Context: an optimization exercise on an open-source flow, tuned for small area and a short achievable clock period. The choices shown serve that exercise and are no tape-out recipe. Only simulation tests tie the RTL to the original design; equivalence was not proved. No driver is modelled on the clock port, so clock power and skew are understated where the tree is cut down; a real chip needs a root buffer or a tree.

== 12-23 ==
// nibble_mem
module nibble_mem (
    input  wire        clk,
    input  wire        rst_n,    
    input  wire [3:0]  din,
    input  wire        store,
    input  wire        next,
    input  wire        prev,
    output wire [3:0]  dout,
    output reg  [5:0]  addr
);
Size in the first run: ~280 flip-flops, ~19 I/O pins, about 0.010 mm² of cells after synthesis.
==> module nibble_mem, before the edit <==
module nibble_mem (
    input  wire        clk,
    input  wire        rst_n,    
    input  wire [3:0]  din,
    input  wire        store,
    input  wire        next,
    input  wire        prev,
    output wire [3:0]  dout,
    output reg  [5:0]  addr
);
    reg store_ff1, store_ff2;
    reg next_ff1,  next_ff2;
    reg prev_ff1,  prev_ff2;
    wire store_p = store_ff1 & ~store_ff2;
    wire next_p  = next_ff1  & ~next_ff2;
    wire prev_p  = prev_ff1  & ~prev_ff2;
    reg up;      
    reg dn;      
    reg wr;      
    reg hold;    
    reg step;    
    reg dir;     
    always @(posedge clk or negedge rst_n) begin
        if (!rst_n) begin
            store_ff1 <= 1'b0; store_ff2 <= 1'b0;
            next_ff1  <= 1'b0; next_ff2  <= 1'b0;
            prev_ff1  <= 1'b0; prev_ff2  <= 1'b0;
            up <= 1'b0;
            dn <= 1'b0;
            wr <= 1'b0;
            hold <= 1'b1;
            step <= 1'b0;
            dir  <= 1'b0;
        end else begin
            store_ff1 <= store; store_ff2 <= store_ff1;
            next_ff1  <= next;  next_ff2  <= next_ff1;
            prev_ff1  <= prev;  prev_ff2  <= prev_ff1;
            up <= store_p | next_p;
            dn <= prev_p & ~(store_p | next_p);
            wr <= store_p;
            hold <= ~(store_p | next_p | prev_p);
            step <= store_p | next_p | prev_p;
            if (store_p | next_p)
                dir <= 1'b1;
            else if (prev_p)
                dir <= 1'b0;
        end
    end
    wire [5:0] addr_inc, addr_dec;
    genvar b;
    generate
        for (b = 0; b < 6; b = b + 1) begin : g_step
            if (b == 0) begin : g_lsb
                assign addr_inc[b] = ~addr[b];
                assign addr_dec[b] = ~addr[b];
            end else begin : g_bit
                assign addr_inc[b] = addr[b] ^ (&addr[b-1:0]);
                assign addr_dec[b] = addr[b] ^ ~(|addr[b-1:0]);
            end
        end
    endgenerate
    always @(posedge clk or negedge rst_n) begin
        if (!rst_n)
            addr <= 6'd0;
        else if (step)
            addr <= dir ? addr_inc : addr_dec;
    end
    reg       par;
    reg [3:0] pos [0:63];
    wire [3:0] pv  = {4{par}};
    wire [3:0] x0  = pos[0] ^ pv;             
    wire [3:0] d1  = pos[1] ^ pv;             
    wire [3:0] d63 = pos[63] ^ pv;            
    wire [3:0] w63 = (wr ? din : pos[0]) ^ pv;
    wire [3:0] src_up [0:63];    
    wire [3:0] src_dn [0:63];    
    genvar j;
    generate
        for (j = 1; j < 63; j = j + 1) begin : g_src
            assign src_up[j] = pos[j+1];
        end
        for (j = 2; j < 64; j = j + 1) begin : g_srd
            assign src_dn[j] = pos[j-1];
        end
    endgenerate
    assign src_up[63] = w63;
    assign src_dn[1]  = x0;
    assign src_up[0]  = 4'd0;    
    assign src_dn[0]  = 4'd0;    
    integer i;
    always @(posedge clk or negedge rst_n) begin
        if (!rst_n) begin
            par <= 1'b0;
            for (i = 0; i < 64; i = i + 1)
                pos[i] <= 4'd0;
        end else begin
            par <= ~par;
            pos[0] <= up ? d1 : dn ? d63 : pos[0];
            for (i = 1; i < 64; i = i + 1)
                pos[i] <= ~((pos[i] & {4{hold}}) | (src_up[i] & {4{up}}) | (src_dn[i] & {4{dn}}));
        end
    end
    assign dout = pos[0];
endmodule
Settings: LEC_CHECK=0, CAP_MARGIN=20, CORE_MARGIN=2, CORE_UTILIZATION=35, CTS_CLUSTER_DIAMETER=100, CTS_CLUSTER_SIZE=30, SETUP_SLACK_MARGIN=2.3, SLEW_MARGIN=20; clock period 4.0 ns.
standard.sh (not shown) runs the stock make flow with config.mk's settings and CLKGATE_MAP_FILE= SYNTH_SCRIPT=/design/flow/synth_recipe.tcl, a recipe that flattens the netlist after the stock synthesis.
==> flow/flow/run.sh <==
#!/bin/bash
# Layout flow: the standard ORFS flow (standard synthesis unchanged), with
#  - plain buffers (buf_2) on the ports instead of the default port buffer choice,
#  - resizing not restricted to the same cell footprint,
#  - CTS without dummy loads and with larger sink clusters,
#  - after CTS, a shorter clock tree, the same for every register: the clock
#    root buffer is removed and each first-level clock buffer is split in two,
#    so the clock port drives 4 first-level clock buffers directly
#    (rmroot.tcl, splitmid.tcl).
# Each tool run writes its full output to a log file in this folder.
set -euo pipefail
export BUFFER_PORTS_ARGS="-buffer_cell sky130_fd_sc_hd__buf_2"
export CTS_ARGS="-sink_clustering_enable -repair_clock_nets -dont_use_dummy_load -sink_clustering_size 30 -sink_clustering_max_diameter 100"
R=orfs/results/sky130hd/nibble_mem/base
bash standard.sh MATCH_CELL_FOOTPRINT=0 cts > make_cts.log 2>&1
ODB_IN=$R/4_cts.odb ODB_OUT=$R/4_cts.odb openroad -no_init -exit flow/rmroot.tcl > rmroot.log 2>&1
ODB_IN=$R/4_cts.odb ODB_OUT=$R/4_cts.odb openroad -no_init -exit flow/splitmid.tcl > splitmid.log 2>&1
bash standard.sh MATCH_CELL_FOOTPRINT=0 finish > make_finish.log 2>&1
Other scripts of this flow, unchanged in this note and not shown: flow/flow/rmroot.tcl, flow/flow/splitmid.tcl
Relative to 12-23, the following input files were edited for 12-16:
-- flow/design.v --
<<< 12-23, line 70
    wire [3:0] pv  = {4{par}};
    wire [3:0] x0  = pos[0] ^ pv;             
    wire [3:0] d1  = pos[1] ^ pv;             
    wire [3:0] d63 = pos[63] ^ pv;            
    wire [3:0] w63 = (wr ? din : pos[0]) ^ pv;
    wire [3:0] src_up [0:63];    
>>> 12-16, line 70
    wire [3:0] pv  = {4{par}};
    wire [3:0] x0  = pos[0] ^ pv;             
    wire [3:0] s0  = ~((x0 & {4{hold}}) | (pos[1] & {4{up}}) | (pos[63] & {4{dn}}));
    wire [3:0] w63 = (wr ? din : pos[0]) ^ pv;
    wire [3:0] src_up [0:63];    
<<< 12-23, line 96
        end else begin
            par <= ~par;
            pos[0] <= up ? d1 : dn ? d63 : pos[0];
            for (i = 1; i < 64; i = i + 1)
                pos[i] <= ~((pos[i] & {4{hold}}) | (src_up[i] & {4{up}}) | (src_dn[i] & {4{dn}}));
>>> 12-16, line 95
        end else begin
            par <= ~par;
            pos[0] <= ~(s0 ^ pv);
            for (i = 1; i < 64; i = i + 1)
                pos[i] <= ~((pos[i] & {4{hold}}) | (src_up[i] & {4{up}}) | (src_dn[i] & {4{dn}}));
Notes after the runs:
The vertical extent of the die of 12-16 and that of 12-23 are within noise of each other. Higher total routed wire length on the met1 layer among 12-16 and 12-23: 12-23. On 12-16: routability-driven placement congestion ratio is 0.029 higher than what 12-23 gave. Global-route wire length before repair for 12-16 is lower than for 12-23. Looking at 12-16 and 12-23, the via count is a wash. Compared with 12-23, 12-16 shows cell area lower by 58 µm².

[re-timing with driven ports]
The results above use ideal ports. As a check the final layouts listed here were re-extracted and re-timed, cells and wires unchanged.
Step 1: set_driving_cell puts a clkbuf_16 on clk and a buf_2 on each other input, an assumption about the parent block.
Step 2 moves the port delays by t, midway between the first and last clock arrival at a register: inputs arrive t later, outputs are due t later. That takes back most of the time a late clock gives input paths.
Three values: no drivers, after step 1, after step 2; two values: the first two.
run | shift t [ns] | setup slack, ns | hold WS [ns]
12-23 | 0.391 | 2.320 / 2.221 / 2.313 | 0.376 / 0.376 / 0.376
12-16 | 0.375 | 2.338 / 2.246 / 2.176 | 0.382 / 0.379 / 0.382
After both steps every run listed still meets setup and hold. For 12-16, which loses most, drivers alone change the setup slack by -0.092 ns; drivers and shift together by -0.162 ns. The worst setup slack also covers recovery checks on asynchronous resets.
